From an optimization exercise on the open Yosys and OpenROAD flow, aimed at small area, a short achievable clock period and few clock cycles; shortcuts taken in it are not production practice.
In this exercise RTL edits were held to simulation tests only and were not proved equivalent to the original.

==> flow/design.v <==
`timescale 1ns / 1ps
module div_algo(
   q,
   rn1,
   rn0,
   r1,
   r0,
   b);
output q;
output rn1;
output rn0;
input  r1;
input  r0;
input  b;
assign q   = r1 | (r0 & b);
assign rn1 = b ? r1 : r0;
assign rn0 = b ? ~(r1 | r0) : r1;
endmodule
module div_half(
   q,
   rn1,
   rn0,
   r0,
   b);
output q;
output rn1;
output rn0;
input  r0;
input  b;
assign q   = r0 & b;
assign rn1 = r0 & ~b;
assign rn0 = ~r0 & b;
endmodule
`timescale 1ns / 1ps
module base2_to_base3(
	base3_no,
	done,
	base2_no,
	en,
	rst,
	clk);
parameter width = 16;
output 	[2*width - 1 : 0]	base3_no;
output 					done;
input  	[width - 1 : 0]		base2_no;
input  					en;
input  					rst;
input  					clk;
wire [15:0] v0;    
wire [14:0] v1;    
wire [12:0] v2;    
wire [11:0] v3;    
wire [9:0] v4;    
wire [8:0] v5;    
wire [6:0] v6;    
wire [4:0] v7;    
wire [3:0] v8;    
wire [1:0] v9;    
wire [0:0] v10;    
wire [1:0] t0;
wire [1:0] t1;
wire [1:0] t2;
wire [1:0] t3;
wire [1:0] t4;
wire [1:0] t5;
wire [1:0] t6;
wire [1:0] t7;
wire [1:0] t8;
wire [1:0] t9;
reg  [9:0] v4_r;
reg  [7:0] t_r;
reg  done_r;
assign v0 = base2_no;
wire c0_14_q, c0_14_r1, c0_14_r0;
div_half c0_14 (.q(c0_14_q), .rn1(c0_14_r1), .rn0(c0_14_r0), .r0(v0[15]), .b(v0[14]));
wire c0_13_q, c0_13_r1, c0_13_r0;
div_algo c0_13 (.q(c0_13_q), .rn1(c0_13_r1), .rn0(c0_13_r0), .r1(c0_14_r1), .r0(c0_14_r0), .b(v0[13]));
wire c0_12_q, c0_12_r1, c0_12_r0;
div_algo c0_12 (.q(c0_12_q), .rn1(c0_12_r1), .rn0(c0_12_r0), .r1(c0_13_r1), .r0(c0_13_r0), .b(v0[12]));
wire c0_11_q, c0_11_r1, c0_11_r0;
div_algo c0_11 (.q(c0_11_q), .rn1(c0_11_r1), .rn0(c0_11_r0), .r1(c0_12_r1), .r0(c0_12_r0), .b(v0[11]));
wire c0_10_q, c0_10_r1, c0_10_r0;
div_algo c0_10 (.q(c0_10_q), .rn1(c0_10_r1), .rn0(c0_10_r0), .r1(c0_11_r1), .r0(c0_11_r0), .b(v0[10]));
wire c0_9_q, c0_9_r1, c0_9_r0;
div_algo c0_9 (.q(c0_9_q), .rn1(c0_9_r1), .rn0(c0_9_r0), .r1(c0_10_r1), .r0(c0_10_r0), .b(v0[9]));
wire c0_8_q, c0_8_r1, c0_8_r0;
div_algo c0_8 (.q(c0_8_q), .rn1(c0_8_r1), .rn0(c0_8_r0), .r1(c0_9_r1), .r0(c0_9_r0), .b(v0[8]));
wire c0_7_q, c0_7_r1, c0_7_r0;
div_algo c0_7 (.q(c0_7_q), .rn1(c0_7_r1), .rn0(c0_7_r0), .r1(c0_8_r1), .r0(c0_8_r0), .b(v0[7]));
wire c0_6_q, c0_6_r1, c0_6_r0;
div_algo c0_6 (.q(c0_6_q), .rn1(c0_6_r1), .rn0(c0_6_r0), .r1(c0_7_r1), .r0(c0_7_r0), .b(v0[6]));
wire c0_5_q, c0_5_r1, c0_5_r0;
div_algo c0_5 (.q(c0_5_q), .rn1(c0_5_r1), .rn0(c0_5_r0), .r1(c0_6_r1), .r0(c0_6_r0), .b(v0[5]));
wire c0_4_q, c0_4_r1, c0_4_r0;
div_algo c0_4 (.q(c0_4_q), .rn1(c0_4_r1), .rn0(c0_4_r0), .r1(c0_5_r1), .r0(c0_5_r0), .b(v0[4]));
wire c0_3_q, c0_3_r1, c0_3_r0;
div_algo c0_3 (.q(c0_3_q), .rn1(c0_3_r1), .rn0(c0_3_r0), .r1(c0_4_r1), .r0(c0_4_r0), .b(v0[3]));
wire c0_2_q, c0_2_r1, c0_2_r0;
div_algo c0_2 (.q(c0_2_q), .rn1(c0_2_r1), .rn0(c0_2_r0), .r1(c0_3_r1), .r0(c0_3_r0), .b(v0[2]));
wire c0_1_q, c0_1_r1, c0_1_r0;
div_algo c0_1 (.q(c0_1_q), .rn1(c0_1_r1), .rn0(c0_1_r0), .r1(c0_2_r1), .r0(c0_2_r0), .b(v0[1]));
wire c0_0_q, c0_0_r1, c0_0_r0;
div_algo c0_0 (.q(c0_0_q), .rn1(c0_0_r1), .rn0(c0_0_r0), .r1(c0_1_r1), .r0(c0_1_r0), .b(v0[0]));
assign t0 = {c0_0_r1, c0_0_r0};
assign v1 = {c0_14_q, c0_13_q, c0_12_q, c0_11_q, c0_10_q, c0_9_q, c0_8_q, c0_7_q, c0_6_q, c0_5_q, c0_4_q, c0_3_q, c0_2_q, c0_1_q, c0_0_q};
wire c1_13_q, c1_13_r1, c1_13_r0;
div_half c1_13 (.q(c1_13_q), .rn1(c1_13_r1), .rn0(c1_13_r0), .r0(v1[14]), .b(v1[13]));
wire c1_12_q, c1_12_r1, c1_12_r0;
div_algo c1_12 (.q(c1_12_q), .rn1(c1_12_r1), .rn0(c1_12_r0), .r1(c1_13_r1), .r0(c1_13_r0), .b(v1[12]));
wire c1_11_q, c1_11_r1, c1_11_r0;
div_algo c1_11 (.q(c1_11_q), .rn1(c1_11_r1), .rn0(c1_11_r0), .r1(c1_12_r1), .r0(c1_12_r0), .b(v1[11]));
wire c1_10_q, c1_10_r1, c1_10_r0;
div_algo c1_10 (.q(c1_10_q), .rn1(c1_10_r1), .rn0(c1_10_r0), .r1(c1_11_r1), .r0(c1_11_r0), .b(v1[10]));
wire c1_9_q, c1_9_r1, c1_9_r0;
div_algo c1_9 (.q(c1_9_q), .rn1(c1_9_r1), .rn0(c1_9_r0), .r1(c1_10_r1), .r0(c1_10_r0), .b(v1[9]));
wire c1_8_q, c1_8_r1, c1_8_r0;
div_algo c1_8 (.q(c1_8_q), .rn1(c1_8_r1), .rn0(c1_8_r0), .r1(c1_9_r1), .r0(c1_9_r0), .b(v1[8]));
wire c1_7_q, c1_7_r1, c1_7_r0;
div_algo c1_7 (.q(c1_7_q), .rn1(c1_7_r1), .rn0(c1_7_r0), .r1(c1_8_r1), .r0(c1_8_r0), .b(v1[7]));
wire c1_6_q, c1_6_r1, c1_6_r0;
div_algo c1_6 (.q(c1_6_q), .rn1(c1_6_r1), .rn0(c1_6_r0), .r1(c1_7_r1), .r0(c1_7_r0), .b(v1[6]));
wire c1_5_q, c1_5_r1, c1_5_r0;
div_algo c1_5 (.q(c1_5_q), .rn1(c1_5_r1), .rn0(c1_5_r0), .r1(c1_6_r1), .r0(c1_6_r0), .b(v1[5]));
wire c1_4_q, c1_4_r1, c1_4_r0;
div_algo c1_4 (.q(c1_4_q), .rn1(c1_4_r1), .rn0(c1_4_r0), .r1(c1_5_r1), .r0(c1_5_r0), .b(v1[4]));
wire c1_3_q, c1_3_r1, c1_3_r0;
div_algo c1_3 (.q(c1_3_q), .rn1(c1_3_r1), .rn0(c1_3_r0), .r1(c1_4_r1), .r0(c1_4_r0), .b(v1[3]));
wire c1_2_q, c1_2_r1, c1_2_r0;
div_algo c1_2 (.q(c1_2_q), .rn1(c1_2_r1), .rn0(c1_2_r0), .r1(c1_3_r1), .r0(c1_3_r0), .b(v1[2]));
wire c1_1_q, c1_1_r1, c1_1_r0;
div_algo c1_1 (.q(c1_1_q), .rn1(c1_1_r1), .rn0(c1_1_r0), .r1(c1_2_r1), .r0(c1_2_r0), .b(v1[1]));
wire c1_0_q, c1_0_r1, c1_0_r0;
div_algo c1_0 (.q(c1_0_q), .rn1(c1_0_r1), .rn0(c1_0_r0), .r1(c1_1_r1), .r0(c1_1_r0), .b(v1[0]));
assign t1 = {c1_0_r1, c1_0_r0};
assign v2 = {c1_12_q, c1_11_q, c1_10_q, c1_9_q, c1_8_q, c1_7_q, c1_6_q, c1_5_q, c1_4_q, c1_3_q, c1_2_q, c1_1_q, c1_0_q};
wire c2_11_q, c2_11_r1, c2_11_r0;
div_half c2_11 (.q(c2_11_q), .rn1(c2_11_r1), .rn0(c2_11_r0), .r0(v2[12]), .b(v2[11]));
wire c2_10_q, c2_10_r1, c2_10_r0;
div_algo c2_10 (.q(c2_10_q), .rn1(c2_10_r1), .rn0(c2_10_r0), .r1(c2_11_r1), .r0(c2_11_r0), .b(v2[10]));
wire c2_9_q, c2_9_r1, c2_9_r0;
div_algo c2_9 (.q(c2_9_q), .rn1(c2_9_r1), .rn0(c2_9_r0), .r1(c2_10_r1), .r0(c2_10_r0), .b(v2[9]));
wire c2_8_q, c2_8_r1, c2_8_r0;
div_algo c2_8 (.q(c2_8_q), .rn1(c2_8_r1), .rn0(c2_8_r0), .r1(c2_9_r1), .r0(c2_9_r0), .b(v2[8]));
wire c2_7_q, c2_7_r1, c2_7_r0;
div_algo c2_7 (.q(c2_7_q), .rn1(c2_7_r1), .rn0(c2_7_r0), .r1(c2_8_r1), .r0(c2_8_r0), .b(v2[7]));
wire c2_6_q, c2_6_r1, c2_6_r0;
div_algo c2_6 (.q(c2_6_q), .rn1(c2_6_r1), .rn0(c2_6_r0), .r1(c2_7_r1), .r0(c2_7_r0), .b(v2[6]));
wire c2_5_q, c2_5_r1, c2_5_r0;
div_algo c2_5 (.q(c2_5_q), .rn1(c2_5_r1), .rn0(c2_5_r0), .r1(c2_6_r1), .r0(c2_6_r0), .b(v2[5]));
wire c2_4_q, c2_4_r1, c2_4_r0;
div_algo c2_4 (.q(c2_4_q), .rn1(c2_4_r1), .rn0(c2_4_r0), .r1(c2_5_r1), .r0(c2_5_r0), .b(v2[4]));
wire c2_3_q, c2_3_r1, c2_3_r0;
div_algo c2_3 (.q(c2_3_q), .rn1(c2_3_r1), .rn0(c2_3_r0), .r1(c2_4_r1), .r0(c2_4_r0), .b(v2[3]));
wire c2_2_q, c2_2_r1, c2_2_r0;
div_algo c2_2 (.q(c2_2_q), .rn1(c2_2_r1), .rn0(c2_2_r0), .r1(c2_3_r1), .r0(c2_3_r0), .b(v2[2]));
wire c2_1_q, c2_1_r1, c2_1_r0;
div_algo c2_1 (.q(c2_1_q), .rn1(c2_1_r1), .rn0(c2_1_r0), .r1(c2_2_r1), .r0(c2_2_r0), .b(v2[1]));
wire c2_0_q, c2_0_r1, c2_0_r0;
div_algo c2_0 (.q(c2_0_q), .rn1(c2_0_r1), .rn0(c2_0_r0), .r1(c2_1_r1), .r0(c2_1_r0), .b(v2[0]));
assign t2 = {c2_0_r1, c2_0_r0};
assign v3 = {c2_11_q, c2_10_q, c2_9_q, c2_8_q, c2_7_q, c2_6_q, c2_5_q, c2_4_q, c2_3_q, c2_2_q, c2_1_q, c2_0_q};
wire c3_10_q, c3_10_r1, c3_10_r0;
div_half c3_10 (.q(c3_10_q), .rn1(c3_10_r1), .rn0(c3_10_r0), .r0(v3[11]), .b(v3[10]));
wire c3_9_q, c3_9_r1, c3_9_r0;
div_algo c3_9 (.q(c3_9_q), .rn1(c3_9_r1), .rn0(c3_9_r0), .r1(c3_10_r1), .r0(c3_10_r0), .b(v3[9]));
wire c3_8_q, c3_8_r1, c3_8_r0;
div_algo c3_8 (.q(c3_8_q), .rn1(c3_8_r1), .rn0(c3_8_r0), .r1(c3_9_r1), .r0(c3_9_r0), .b(v3[8]));
wire c3_7_q, c3_7_r1, c3_7_r0;
div_algo c3_7 (.q(c3_7_q), .rn1(c3_7_r1), .rn0(c3_7_r0), .r1(c3_8_r1), .r0(c3_8_r0), .b(v3[7]));
wire c3_6_q, c3_6_r1, c3_6_r0;
div_algo c3_6 (.q(c3_6_q), .rn1(c3_6_r1), .rn0(c3_6_r0), .r1(c3_7_r1), .r0(c3_7_r0), .b(v3[6]));
wire c3_5_q, c3_5_r1, c3_5_r0;
div_algo c3_5 (.q(c3_5_q), .rn1(c3_5_r1), .rn0(c3_5_r0), .r1(c3_6_r1), .r0(c3_6_r0), .b(v3[5]));
wire c3_4_q, c3_4_r1, c3_4_r0;
div_algo c3_4 (.q(c3_4_q), .rn1(c3_4_r1), .rn0(c3_4_r0), .r1(c3_5_r1), .r0(c3_5_r0), .b(v3[4]));
wire c3_3_q, c3_3_r1, c3_3_r0;
div_algo c3_3 (.q(c3_3_q), .rn1(c3_3_r1), .rn0(c3_3_r0), .r1(c3_4_r1), .r0(c3_4_r0), .b(v3[3]));
wire c3_2_q, c3_2_r1, c3_2_r0;
div_algo c3_2 (.q(c3_2_q), .rn1(c3_2_r1), .rn0(c3_2_r0), .r1(c3_3_r1), .r0(c3_3_r0), .b(v3[2]));
wire c3_1_q, c3_1_r1, c3_1_r0;
div_algo c3_1 (.q(c3_1_q), .rn1(c3_1_r1), .rn0(c3_1_r0), .r1(c3_2_r1), .r0(c3_2_r0), .b(v3[1]));
wire c3_0_q, c3_0_r1, c3_0_r0;
div_algo c3_0 (.q(c3_0_q), .rn1(c3_0_r1), .rn0(c3_0_r0), .r1(c3_1_r1), .r0(c3_1_r0), .b(v3[0]));
assign t3 = {c3_0_r1, c3_0_r0};
assign v4 = {c3_9_q, c3_8_q, c3_7_q, c3_6_q, c3_5_q, c3_4_q, c3_3_q, c3_2_q, c3_1_q, c3_0_q};
wire c4_8_q, c4_8_r1, c4_8_r0;
div_half c4_8 (.q(c4_8_q), .rn1(c4_8_r1), .rn0(c4_8_r0), .r0(v4_r[9]), .b(v4_r[8]));
wire c4_7_q, c4_7_r1, c4_7_r0;
div_algo c4_7 (.q(c4_7_q), .rn1(c4_7_r1), .rn0(c4_7_r0), .r1(c4_8_r1), .r0(c4_8_r0), .b(v4_r[7]));
wire c4_6_q, c4_6_r1, c4_6_r0;
div_algo c4_6 (.q(c4_6_q), .rn1(c4_6_r1), .rn0(c4_6_r0), .r1(c4_7_r1), .r0(c4_7_r0), .b(v4_r[6]));
wire c4_5_q, c4_5_r1, c4_5_r0;
div_algo c4_5 (.q(c4_5_q), .rn1(c4_5_r1), .rn0(c4_5_r0), .r1(c4_6_r1), .r0(c4_6_r0), .b(v4_r[5]));
wire c4_4_q, c4_4_r1, c4_4_r0;
div_algo c4_4 (.q(c4_4_q), .rn1(c4_4_r1), .rn0(c4_4_r0), .r1(c4_5_r1), .r0(c4_5_r0), .b(v4_r[4]));
wire c4_3_q, c4_3_r1, c4_3_r0;
div_algo c4_3 (.q(c4_3_q), .rn1(c4_3_r1), .rn0(c4_3_r0), .r1(c4_4_r1), .r0(c4_4_r0), .b(v4_r[3]));
wire c4_2_q, c4_2_r1, c4_2_r0;
div_algo c4_2 (.q(c4_2_q), .rn1(c4_2_r1), .rn0(c4_2_r0), .r1(c4_3_r1), .r0(c4_3_r0), .b(v4_r[2]));
wire c4_1_q, c4_1_r1, c4_1_r0;
div_algo c4_1 (.q(c4_1_q), .rn1(c4_1_r1), .rn0(c4_1_r0), .r1(c4_2_r1), .r0(c4_2_r0), .b(v4_r[1]));
wire c4_0_q, c4_0_r1, c4_0_r0;
div_algo c4_0 (.q(c4_0_q), .rn1(c4_0_r1), .rn0(c4_0_r0), .r1(c4_1_r1), .r0(c4_1_r0), .b(v4_r[0]));
assign t4 = {c4_0_r1, c4_0_r0};
assign v5 = {c4_8_q, c4_7_q, c4_6_q, c4_5_q, c4_4_q, c4_3_q, c4_2_q, c4_1_q, c4_0_q};
wire c5_7_q, c5_7_r1, c5_7_r0;
div_half c5_7 (.q(c5_7_q), .rn1(c5_7_r1), .rn0(c5_7_r0), .r0(v5[8]), .b(v5[7]));
wire c5_6_q, c5_6_r1, c5_6_r0;
div_algo c5_6 (.q(c5_6_q), .rn1(c5_6_r1), .rn0(c5_6_r0), .r1(c5_7_r1), .r0(c5_7_r0), .b(v5[6]));
wire c5_5_q, c5_5_r1, c5_5_r0;
div_algo c5_5 (.q(c5_5_q), .rn1(c5_5_r1), .rn0(c5_5_r0), .r1(c5_6_r1), .r0(c5_6_r0), .b(v5[5]));
wire c5_4_q, c5_4_r1, c5_4_r0;
div_algo c5_4 (.q(c5_4_q), .rn1(c5_4_r1), .rn0(c5_4_r0), .r1(c5_5_r1), .r0(c5_5_r0), .b(v5[4]));
wire c5_3_q, c5_3_r1, c5_3_r0;
div_algo c5_3 (.q(c5_3_q), .rn1(c5_3_r1), .rn0(c5_3_r0), .r1(c5_4_r1), .r0(c5_4_r0), .b(v5[3]));
wire c5_2_q, c5_2_r1, c5_2_r0;
div_algo c5_2 (.q(c5_2_q), .rn1(c5_2_r1), .rn0(c5_2_r0), .r1(c5_3_r1), .r0(c5_3_r0), .b(v5[2]));
wire c5_1_q, c5_1_r1, c5_1_r0;
div_algo c5_1 (.q(c5_1_q), .rn1(c5_1_r1), .rn0(c5_1_r0), .r1(c5_2_r1), .r0(c5_2_r0), .b(v5[1]));
wire c5_0_q, c5_0_r1, c5_0_r0;
div_algo c5_0 (.q(c5_0_q), .rn1(c5_0_r1), .rn0(c5_0_r0), .r1(c5_1_r1), .r0(c5_1_r0), .b(v5[0]));
assign t5 = {c5_0_r1, c5_0_r0};
assign v6 = {c5_6_q, c5_5_q, c5_4_q, c5_3_q, c5_2_q, c5_1_q, c5_0_q};
wire c6_5_q, c6_5_r1, c6_5_r0;
div_half c6_5 (.q(c6_5_q), .rn1(c6_5_r1), .rn0(c6_5_r0), .r0(v6[6]), .b(v6[5]));
wire c6_4_q, c6_4_r1, c6_4_r0;
div_algo c6_4 (.q(c6_4_q), .rn1(c6_4_r1), .rn0(c6_4_r0), .r1(c6_5_r1), .r0(c6_5_r0), .b(v6[4]));
wire c6_3_q, c6_3_r1, c6_3_r0;
div_algo c6_3 (.q(c6_3_q), .rn1(c6_3_r1), .rn0(c6_3_r0), .r1(c6_4_r1), .r0(c6_4_r0), .b(v6[3]));
wire c6_2_q, c6_2_r1, c6_2_r0;
div_algo c6_2 (.q(c6_2_q), .rn1(c6_2_r1), .rn0(c6_2_r0), .r1(c6_3_r1), .r0(c6_3_r0), .b(v6[2]));
wire c6_1_q, c6_1_r1, c6_1_r0;
div_algo c6_1 (.q(c6_1_q), .rn1(c6_1_r1), .rn0(c6_1_r0), .r1(c6_2_r1), .r0(c6_2_r0), .b(v6[1]));
wire c6_0_q, c6_0_r1, c6_0_r0;
div_algo c6_0 (.q(c6_0_q), .rn1(c6_0_r1), .rn0(c6_0_r0), .r1(c6_1_r1), .r0(c6_1_r0), .b(v6[0]));
assign t6 = {c6_0_r1, c6_0_r0};
assign v7 = {c6_4_q, c6_3_q, c6_2_q, c6_1_q, c6_0_q};
wire c7_3_q, c7_3_r1, c7_3_r0;
div_half c7_3 (.q(c7_3_q), .rn1(c7_3_r1), .rn0(c7_3_r0), .r0(v7[4]), .b(v7[3]));
wire c7_2_q, c7_2_r1, c7_2_r0;
div_algo c7_2 (.q(c7_2_q), .rn1(c7_2_r1), .rn0(c7_2_r0), .r1(c7_3_r1), .r0(c7_3_r0), .b(v7[2]));
wire c7_1_q, c7_1_r1, c7_1_r0;
div_algo c7_1 (.q(c7_1_q), .rn1(c7_1_r1), .rn0(c7_1_r0), .r1(c7_2_r1), .r0(c7_2_r0), .b(v7[1]));
wire c7_0_q, c7_0_r1, c7_0_r0;
div_algo c7_0 (.q(c7_0_q), .rn1(c7_0_r1), .rn0(c7_0_r0), .r1(c7_1_r1), .r0(c7_1_r0), .b(v7[0]));
assign t7 = {c7_0_r1, c7_0_r0};
assign v8 = {c7_3_q, c7_2_q, c7_1_q, c7_0_q};
wire c8_2_q, c8_2_r1, c8_2_r0;
div_half c8_2 (.q(c8_2_q), .rn1(c8_2_r1), .rn0(c8_2_r0), .r0(v8[3]), .b(v8[2]));
wire c8_1_q, c8_1_r1, c8_1_r0;
div_algo c8_1 (.q(c8_1_q), .rn1(c8_1_r1), .rn0(c8_1_r0), .r1(c8_2_r1), .r0(c8_2_r0), .b(v8[1]));
wire c8_0_q, c8_0_r1, c8_0_r0;
div_algo c8_0 (.q(c8_0_q), .rn1(c8_0_r1), .rn0(c8_0_r0), .r1(c8_1_r1), .r0(c8_1_r0), .b(v8[0]));
assign t8 = {c8_0_r1, c8_0_r0};
assign v9 = {c8_1_q, c8_0_q};
wire c9_0_q, c9_0_r1, c9_0_r0;
div_half c9_0 (.q(c9_0_q), .rn1(c9_0_r1), .rn0(c9_0_r0), .r0(v9[1]), .b(v9[0]));
assign t9 = {c9_0_r1, c9_0_r0};
assign v10 = {c9_0_q};
always @(posedge clk) begin
	v4_r <= v4;
	t_r <= {t3, t2, t1, t0};
	if (rst)
		done_r <= 1'b0;
	else
		done_r <= en;
end
assign done = done_r;
assign base3_no = {10'd0, v10[0], t9, t8, t7, t6, t5, t4, t_r};
endmodule
==> flow/run.sh <==
#!/bin/bash
# synth_recipe.tcl (not shown) runs the flow's synth.tcl, then flattens the netlist and writes it again
# the make line also repeats each setting of config.mk as NAME=value (left out here)
make -C /OpenROAD-flow-scripts/flow DESIGN_CONFIG=/design/flow/config.mk WORK_HOME=/design/flow/orfs CLKGATE_MAP_FILE= SYNTH_SCRIPT=/design/flow/synth_recipe.tcl finish
==> flow/config.mk <==
export PLATFORM = sky130hd
export DESIGN_NAME = base2_to_base3
export DESIGN_NICKNAME = base2_to_base3
export VERILOG_FILES = /design/flow/design.v
export SDC_FILE = /design/flow/constraint.sdc
export NUM_CORES = 4
export LEC_CHECK = 0
export ABC_AREA = 1
export CAP_MARGIN = 20
export CORE_MARGIN = 2
export CORE_UTILIZATION = 40
export SLEW_MARGIN = 20
export SYNTH_HIERARCHICAL = 1
export SYNTH_MINIMUM_KEEP_SIZE = 0
==> flow/constraint.sdc <==
create_clock -name core_clock -period 19.0 [get_ports {clk}]
set_input_delay 3.8000 -clock core_clock [delete_from_list [all_inputs] [get_ports {clk}]]
set_output_delay 3.8000 -clock core_clock [all_outputs]
set_load 0.01 [all_outputs]
==> impl_results.md <==
* Hold crit path type: input pin to flip-flop
* Final ANT Viol Nets at 0
* Worst-path clk slew at 0.08 ns
* Syn Area/Cell at 4.35 um2
* Post-CTS Setup Inserts at 0
* Routed met3 length at 127 um
* CP Class: input pin to flip-flop
* Final setup TNS at 0 ns
* N_diodes at 0
* Ys Warns at 7
* Hold Path End: done_r
* Status: timing/DRC/antenna clean
* Syn Std Cell Area at 0.00359 mm2
* CTS tree: built
* CP Launch Type: input pin
* Root Buffer: clkbuf_8
* Fillcell total at 945
* Layout cells sized above 1 at 9.11%
* Global router's overall resource usage at 13.4%
* Setup crit end kind: flip-flop
* GPL Wtd Cong at 0.759
* Initial core utilization at 41.2%
* Required time of the critical path at 19.15 ns
* Crit path DAT at 8.94 ns
* Number of buffers created by CTS at 3
* Final period utilization at 46.2%
* Max-slew violations at 0
* Hold path cells at 3
* Post-Syn Instances at 826
* Clock sinks at 19
* Drt via density at 4.28
* FMAX at 0.114 GHz
* Core area at 0.00872 mm2
* Vias in the first global route at 3,344
* Post-CTS Resized at 0
* Fin nets at 876
* Chip Width at 98.8 um
* Routed wire length at 6100 um
* HP Start: en
* I/O Pins at 52
* Die height at 98.8 um
* Core Rows at 34
* Post-CTS Hold Buffers at 0
* GR Overflow Total at 0
* Metal-1 WL at 2980 um
* Fin crit period at 8.79 ns
* Hold Fails Final Rpt at 0
* Longest Clk Path Bufs at 2
* Port bufs at 40
* Largest net degree at the start of global routing at 13
* Multi-input logic area at 0.00242 mm2
* Initial antenna violation count at 0
* Wire per inst at 6.33 um
* Final routed DRC violation total at 0
* DPL Wire Length at 5580 um
* Highest routed layer: met4
* Clock H-tree levels at 1
* Placed Area at 0.00399 mm2
* Max-cap violations at 0
* First-pass GRT wire length at 11,900 um
* Met2 WL at 2950 um
* CP peak stage delay at 0.49 ns
* Layout area overhead at 12.3%
* Pre-antenna DRT Iters at 4
* Design area at 0.00404 mm2
* Total vias in the final route at 4,123
* Cell repeated most along the worst path: inv_1
* Seq. cell area at 380 um2
* CP Max Fanout at 3
* DR iter-0 viols at 91
* Crit-path slowest cell: clkdlybuf4s50_1
* Final setup vio count at 0
* Setup repair after global routing missed its margin: no
* DIE AREA at 0.00976 mm2
worst max-delay path, delay by kind of cell:
kind	cells	cell delay [ns]
AO/OA/AOI/OAI	14	2.71
AND/OR/NAND/NOR	6	0.62
buffers and inverters	18	1.79
per-layer routing:
layer / up-vias / global-route usage, %
li1: 2425 / -
met1: 1655 / 16.9
met2: 39 / 24.8
met3: 4 / 1.06
met4: 0 / 2.95
met5: - / 0
flip-flops by register name, indices dropped and copies added, names as in the netlist:
| signal | cells |
|---|---|
| done_r | 1 |
| t_r | 8 |
| v4_r | 10 |
final cells by class:
class	instances	area share [%]
Multi-Input combinational cell	621	60.1
Inverter	172	16.0
Timing Repair Buffer	40	9.92
Sequential cell	19	9.43
Tap cell	108	3.35
Clock buffer	3	1.02
Clock inverter	1	0.186
metrics by stage:
stage	worst slack [ns]	util, %	hold slack (ns)	cells
2_1_floorplan	11.12	-	3.87	836
3_3_place_gp	10.12	45.7	4.33	960
6_report	10.21	46.3	4.07	964
4_1_cts	10.18	46.3	4.06	964
5_1_grt	9.30	46.3	4.08	964
3_5_place_dp	9.92	45.7	4.34	960
worst max-delay path by stage:
stage	start	end	slack [ns]	cells after the start
floorplan	base2_no[15]	t_r[7]	11.12	37
global placement	base2_no[15]	t_r[7]	10.12	38
detailed placement	base2_no[15]	t_r[7]	9.92	38
CTS	base2_no[15]	t_r[7]	10.18	38
global route	base2_no[15]	t_r[7]	9.30	38
finish	base2_no[15]	t_r[7]	10.21	38
cell usage in the layout (no fill, tap or decap):
cell type	n
nor2_1	93
clkinvlp_4	1
dfxtp_1	19
nor2_2	1
inv_2	73
clkdlybuf4s50_1	40
o21ai_1	73
inv_1	99
nand2_1	443
clkbuf_8	3
conb_1	11
Testbench counts, summed over its fixed seeds: cycles 3,200.

## port drivers added, routing unchanged
The results above use ideal ports. As a check the final layout listed here was re-extracted and re-timed, cells and wires unchanged.
Step 1 (the two cells are an assumption about what drives the block):
set clk [get_ports {clk}]
set_driving_cell -lib_cell sky130_fd_sc_hd__clkbuf_16 $clk
set_driving_cell -lib_cell sky130_fd_sc_hd__buf_2 [delete_from_list [all_inputs] $clk]
Step 2, shift: input delay + t, output delay - t, t = (earliest + latest rising clock arrival at the registers) / 2. This alone moves slack from input paths to output paths.
Slacks: ideal ports / drivers / drivers and shift; pairs: ideal ports / drivers.
t, ns: 0.280
setup WS [ns]: 10.215 / 10.218 / 9.938
worst register clock-pin slew, ns: 0.08 / 0.08
After both steps this run still meets setup and hold. The setup slack of this run moves by +0.003 ns with the drivers and by -0.277 ns with both steps.
